Background: an optimization exercise with open tools, aiming at small area and a short achievable clock period. Do not read the settings as production practice.
RTL that was checked went through simulation tests only; none was proved equivalent to the original.
No activity file was given, so power comes from the tool's default toggle rates.

==> module mult_top, before the edit <==
module mult_top(
    input clk,
    input  [15:0] x,
    input  [15:0] y,
    output [31:0] p_out
    );
    localparam M = 16;
    wire [36:0] cs;
    wire [12:0] oa;
    wire [11:0] pl;
    lobo_pre pre(.x(x), .y(y), .cs(cs), .oa(oa), .pl(pl));
    reg [36:0] C_vec;    
    reg [12:0] A_vec;    
    reg [11:0] L_vec;    
    always @(posedge clk)
    begin
        C_vec <= cs;
        A_vec <= oa;
        L_vec <= pl;
    end
    wire [M:0] lo;
    wire [19-M:0] hi;
    lobo_sum sum(.cs(C_vec), .oa(A_vec), .lo(lo), .hi(hi));
    reg [11+M:0] P_vec;   
    reg          K_vec;   
    reg [19-M:0] H_vec;   
    always @(posedge clk)
    begin
        P_vec <= {lo[M-1:0], L_vec};
        K_vec <= lo[M];
        H_vec <= hi;
    end
    assign p_out[11+M:0] = P_vec;
    lobo_inc inc(.hi(H_vec), .c(K_vec), .p(p_out[31:12+M]));
endmodule
==> module lobo_sum, before the edit <==
module lobo_sum(
    input  [36:0] cs,
    input  [12:0] oa,
    output [16:0] lo,           
    output [3:0] hi            
    );
    wire w74 = cs[1] ^ cs[2] ^ cs[3];
    wire w75 = (cs[1] & cs[2]) | (cs[3] & (cs[1] ^ cs[2]));
    wire w76 = cs[4] ^ cs[5] ^ oa[2];
    wire w77 = (cs[4] & cs[5]) | (oa[2] & (cs[4] ^ cs[5]));
    wire w78 = cs[6] ^ cs[7] ^ oa[3];
    wire w79 = (cs[6] & cs[7]) | (oa[3] & (cs[6] ^ cs[7]));
    wire w80 = cs[8] ^ cs[9] ^ oa[4];
    wire w81 = (cs[8] & cs[9]) | (oa[4] & (cs[8] ^ cs[9]));
    wire w82 = cs[10] ^ cs[11] ^ oa[5];
    wire w83 = (cs[10] & cs[11]) | (oa[5] & (cs[10] ^ cs[11]));
    wire w84 = cs[12] ^ cs[13] ^ oa[6];
    wire w85 = (cs[12] & cs[13]) | (oa[6] & (cs[12] ^ cs[13]));
    wire w86 = cs[14] ^ cs[15] ^ oa[7];
    wire w87 = (cs[14] & cs[15]) | (oa[7] & (cs[14] ^ cs[15]));
    wire w88 = cs[16] ^ cs[17] ^ oa[8];
    wire w89 = (cs[16] & cs[17]) | (oa[8] & (cs[16] ^ cs[17]));
    wire w90 = cs[18] ^ cs[19] ^ oa[9];
    wire w91 = (cs[18] & cs[19]) | (oa[9] & (cs[18] ^ cs[19]));
    wire w92 = cs[20] ^ cs[21] ^ oa[10];
    wire w93 = (cs[20] & cs[21]) | (oa[10] & (cs[20] ^ cs[21]));
    wire w94 = cs[22] ^ cs[23] ^ oa[11];
    wire w95 = (cs[22] & cs[23]) | (oa[11] & (cs[22] ^ cs[23]));
    wire w96 = cs[24] ^ cs[25] ^ oa[12];
    wire w97 = (cs[24] & cs[25]) | (oa[12] & (cs[24] ^ cs[25]));
    wire w98 = cs[26] ^ cs[27] ^ ~oa[12];
    wire w99 = (cs[26] & cs[27]) | (~oa[12] & (cs[26] ^ cs[27]));
    wire w100 = ~(cs[28] ^ cs[29]);
    wire w101 = cs[28] | cs[29];
    wire w102 = ~(cs[31] ^ cs[32]);
    wire w103 = cs[31] | cs[32];
    wire w104 = cs[33] ^ cs[34];
    wire w105 = cs[33] & cs[34];
    wire w106 = cs[30] ^ w99 ^ w100;
    wire w107 = (cs[30] & w99) | (w100 & (cs[30] ^ w99));
    wire w108 = w101 ^ w102;
    wire w109 = w101 & w102;
    wire w110 = w103 ^ w104;
    wire w111 = w103 & w104;
    wire w112 = ~(cs[35] ^ w105);
    wire w113 = cs[35] | w105;
    wire [19:0] ra = {1'b1, cs[36], w111, w109, w107, w106, w97, w95, w93, w91, w89, w87, w85, w83, w81, w79, w77, w75, oa[1], cs[0]};
    wire [19:0] rb = {1'b0, w113, w112, w110, w108, 1'b0, w98, w96, w94, w92, w90, w88, w86, w84, w82, w80, w78, w76, w74, oa[0]};
    assign lo = {1'b0, ra[15:0]} + {1'b0, rb[15:0]};
    assign hi = ra[19:16] + rb[19:16];
endmodule
==> module lobo_inc, before the edit <==
module lobo_inc(
    input  [3:0] hi,
    input  c,
    output [3:0] p
    );
    assign p = hi + c;
endmodule
==> module LOBOq2_12bit_1C_v2, before the edit <==
module LOBOq2_12bit_1C_v2(
    input [15:0] x,
    input [15:0] y,
    output [31:0] p
    );
    wire [36:0] cs;
    wire [12:0] oa;
    wire [16:0] lo;
    wire [3:0] hi;
    lobo_pre pre(.x(x), .y(y), .cs(cs), .oa(oa), .pl(p[11:0]));
    lobo_sum sum(.cs(cs), .oa(oa), .lo(lo), .hi(hi));
    assign p[27:12] = lo[15:0];
    lobo_inc inc(.hi(hi), .c(lo[16]), .p(p[31:28]));
endmodule
export LEC_CHECK = 0
export ABC_AREA = 1
export CAP_MARGIN = 20
export CORE_MARGIN = 2
export CORE_UTILIZATION = 40
export SETUP_SLACK_MARGIN = 2.7
export SLEW_MARGIN = 20
create_clock -name core_clock -period 5.2 [get_ports {clk}]
standard.sh (not shown) runs the stock make flow with config.mk's settings and CLKGATE_MAP_FILE= SYNTH_SCRIPT=/design/flow/synth_recipe.tcl, a recipe that flattens the netlist after the stock synthesis.
==> flow/flow/run.sh <==
#!/bin/bash
# Standard layout, with the smallest buffer (buf_1) on every input and output
# port, and a clock tree of clkbuf_8 without dummy loads.
set -euo pipefail
export BUFFER_PORTS_ARGS="-buffer_cell sky130_fd_sc_hd__buf_1"
export CTS_ARGS="-sink_clustering_enable -repair_clock_nets -dont_use_dummy_load -buf_list sky130_fd_sc_hd__clkbuf_8"
bash standard.sh > standard.log 2>&1
Change:
--- a/flow/design.v
+++ b/flow/design.v
@@ -1,11 +1,10 @@
 module mult_top(
     input clk,
     input  [15:0] x,
     input  [15:0] y,
-    output [31:0] p_out
-    );
-    localparam M = 16;
+    output reg [31:0] p_out
+    );
     wire [36:0] cs;
     wire [12:0] oa;
     wire [11:0] pl;
     lobo_pre pre(.x(x), .y(y), .cs(cs), .oa(oa), .pl(pl));
@@ -17,22 +16,12 @@
         C_vec <= cs;
         A_vec <= oa;
         L_vec <= pl;
     end
-    wire [M:0] lo;
-    wire [19-M:0] hi;
-    lobo_sum sum(.cs(C_vec), .oa(A_vec), .lo(lo), .hi(hi));
-    reg [11+M:0] P_vec;   
-    reg          K_vec;   
-    reg [19-M:0] H_vec;   
+    wire [19:0] P_hi;
+    lobo_sum sum(.cs(C_vec), .oa(A_vec), .p(P_hi));
     always @(posedge clk)
-    begin
-        P_vec <= {lo[M-1:0], L_vec};
-        K_vec <= lo[M];
-        H_vec <= hi;
-    end
-    assign p_out[11+M:0] = P_vec;
-    lobo_inc inc(.hi(H_vec), .c(K_vec), .p(p_out[31:12+M]));
+        p_out <= {P_hi, L_vec};
 endmodule
 module lobo_pre(
     input  [15:0] x,
     input  [15:0] y,
@@ -187,10 +176,9 @@
 endmodule
 module lobo_sum(
     input  [36:0] cs,
     input  [12:0] oa,
-    output [16:0] lo,           
-    output [3:0] hi            
+    output [19:0] p             
     );
     wire w74 = cs[1] ^ cs[2] ^ cs[3];
     wire w75 = (cs[1] & cs[2]) | (cs[3] & (cs[1] ^ cs[2]));
     wire w76 = cs[4] ^ cs[5] ^ oa[2];
@@ -232,28 +220,16 @@
     wire w112 = ~(cs[35] ^ w105);
     wire w113 = cs[35] | w105;
     wire [19:0] ra = {1'b1, cs[36], w111, w109, w107, w106, w97, w95, w93, w91, w89, w87, w85, w83, w81, w79, w77, w75, oa[1], cs[0]};
     wire [19:0] rb = {1'b0, w113, w112, w110, w108, 1'b0, w98, w96, w94, w92, w90, w88, w86, w84, w82, w80, w78, w76, w74, oa[0]};
-    assign lo = {1'b0, ra[15:0]} + {1'b0, rb[15:0]};
-    assign hi = ra[19:16] + rb[19:16];
-endmodule
-module lobo_inc(
-    input  [3:0] hi,
-    input  c,
-    output [3:0] p
-    );
-    assign p = hi + c;
+    assign p = ra + rb;
 endmodule
 module LOBOq2_12bit_1C_v2(
     input [15:0] x,
     input [15:0] y,
     output [31:0] p
     );
     wire [36:0] cs;
     wire [12:0] oa;
-    wire [16:0] lo;
-    wire [3:0] hi;
     lobo_pre pre(.x(x), .y(y), .cs(cs), .oa(oa), .pl(p[11:0]));
-    lobo_sum sum(.cs(cs), .oa(oa), .lo(lo), .hi(hi));
-    assign p[27:12] = lo[15:0];
-    lobo_inc inc(.hi(hi), .c(lo[16]), .p(p[31:28]));
-endmodule
+    lobo_sum sum(.cs(cs), .oa(oa), .p(p[31:12]));
+endmodule
Effect:
- The new run finished with timing, DRC and antenna clean
- fmax is lower by 0.31%
- routed wire length is higher by about 4.4%
- register-to-register slack degrades by 0.28 ns
- synthesized area is higher by 4.0%
- total power is higher by about 6%
- worst hold slack improves by 0.021 ns
- cell area is higher by about 4%
- global-route usage is higher by 0.31 points
- cell count is higher by 5.4%
- flip-flop and latch count is lower by 1
- clock skew is about the same
- combinational power is higher by about 12%
- sequential share of layout area is lower by 1.5 points
- clock-buffer cell count does not change
No functional check of the RTL was part of the first run of this note.

afterwards: timing with drivers on the ports:
Ports are ideal in the flow. The routed layouts listed here were re-timed in OpenROAD.
Step 1 sets driving cells, clkbuf_16 on the clock port and buf_2 on the other inputs (assumed; they add their load-dependent delay and slew).
Step 2 moves the port delays by t, midway between the first and last clock arrival at a register: inputs arrive t later, outputs are due t later. That takes back most of the time a late clock gives input paths.
Three values: ideal, step 1, step 2; two values: the first two.
run	shift t [ns]	setup WS [ns]	worst setup path at the end
the first run	0.379	2.698 / 2.693 / 2.314	input to register
the second run	0.391	2.690 / 2.704 / 2.313	input to register
After both steps every run listed still meets setup and hold. For the first run, which loses most, drivers alone change the setup slack by -0.005 ns; drivers and shift together by -0.384 ns.
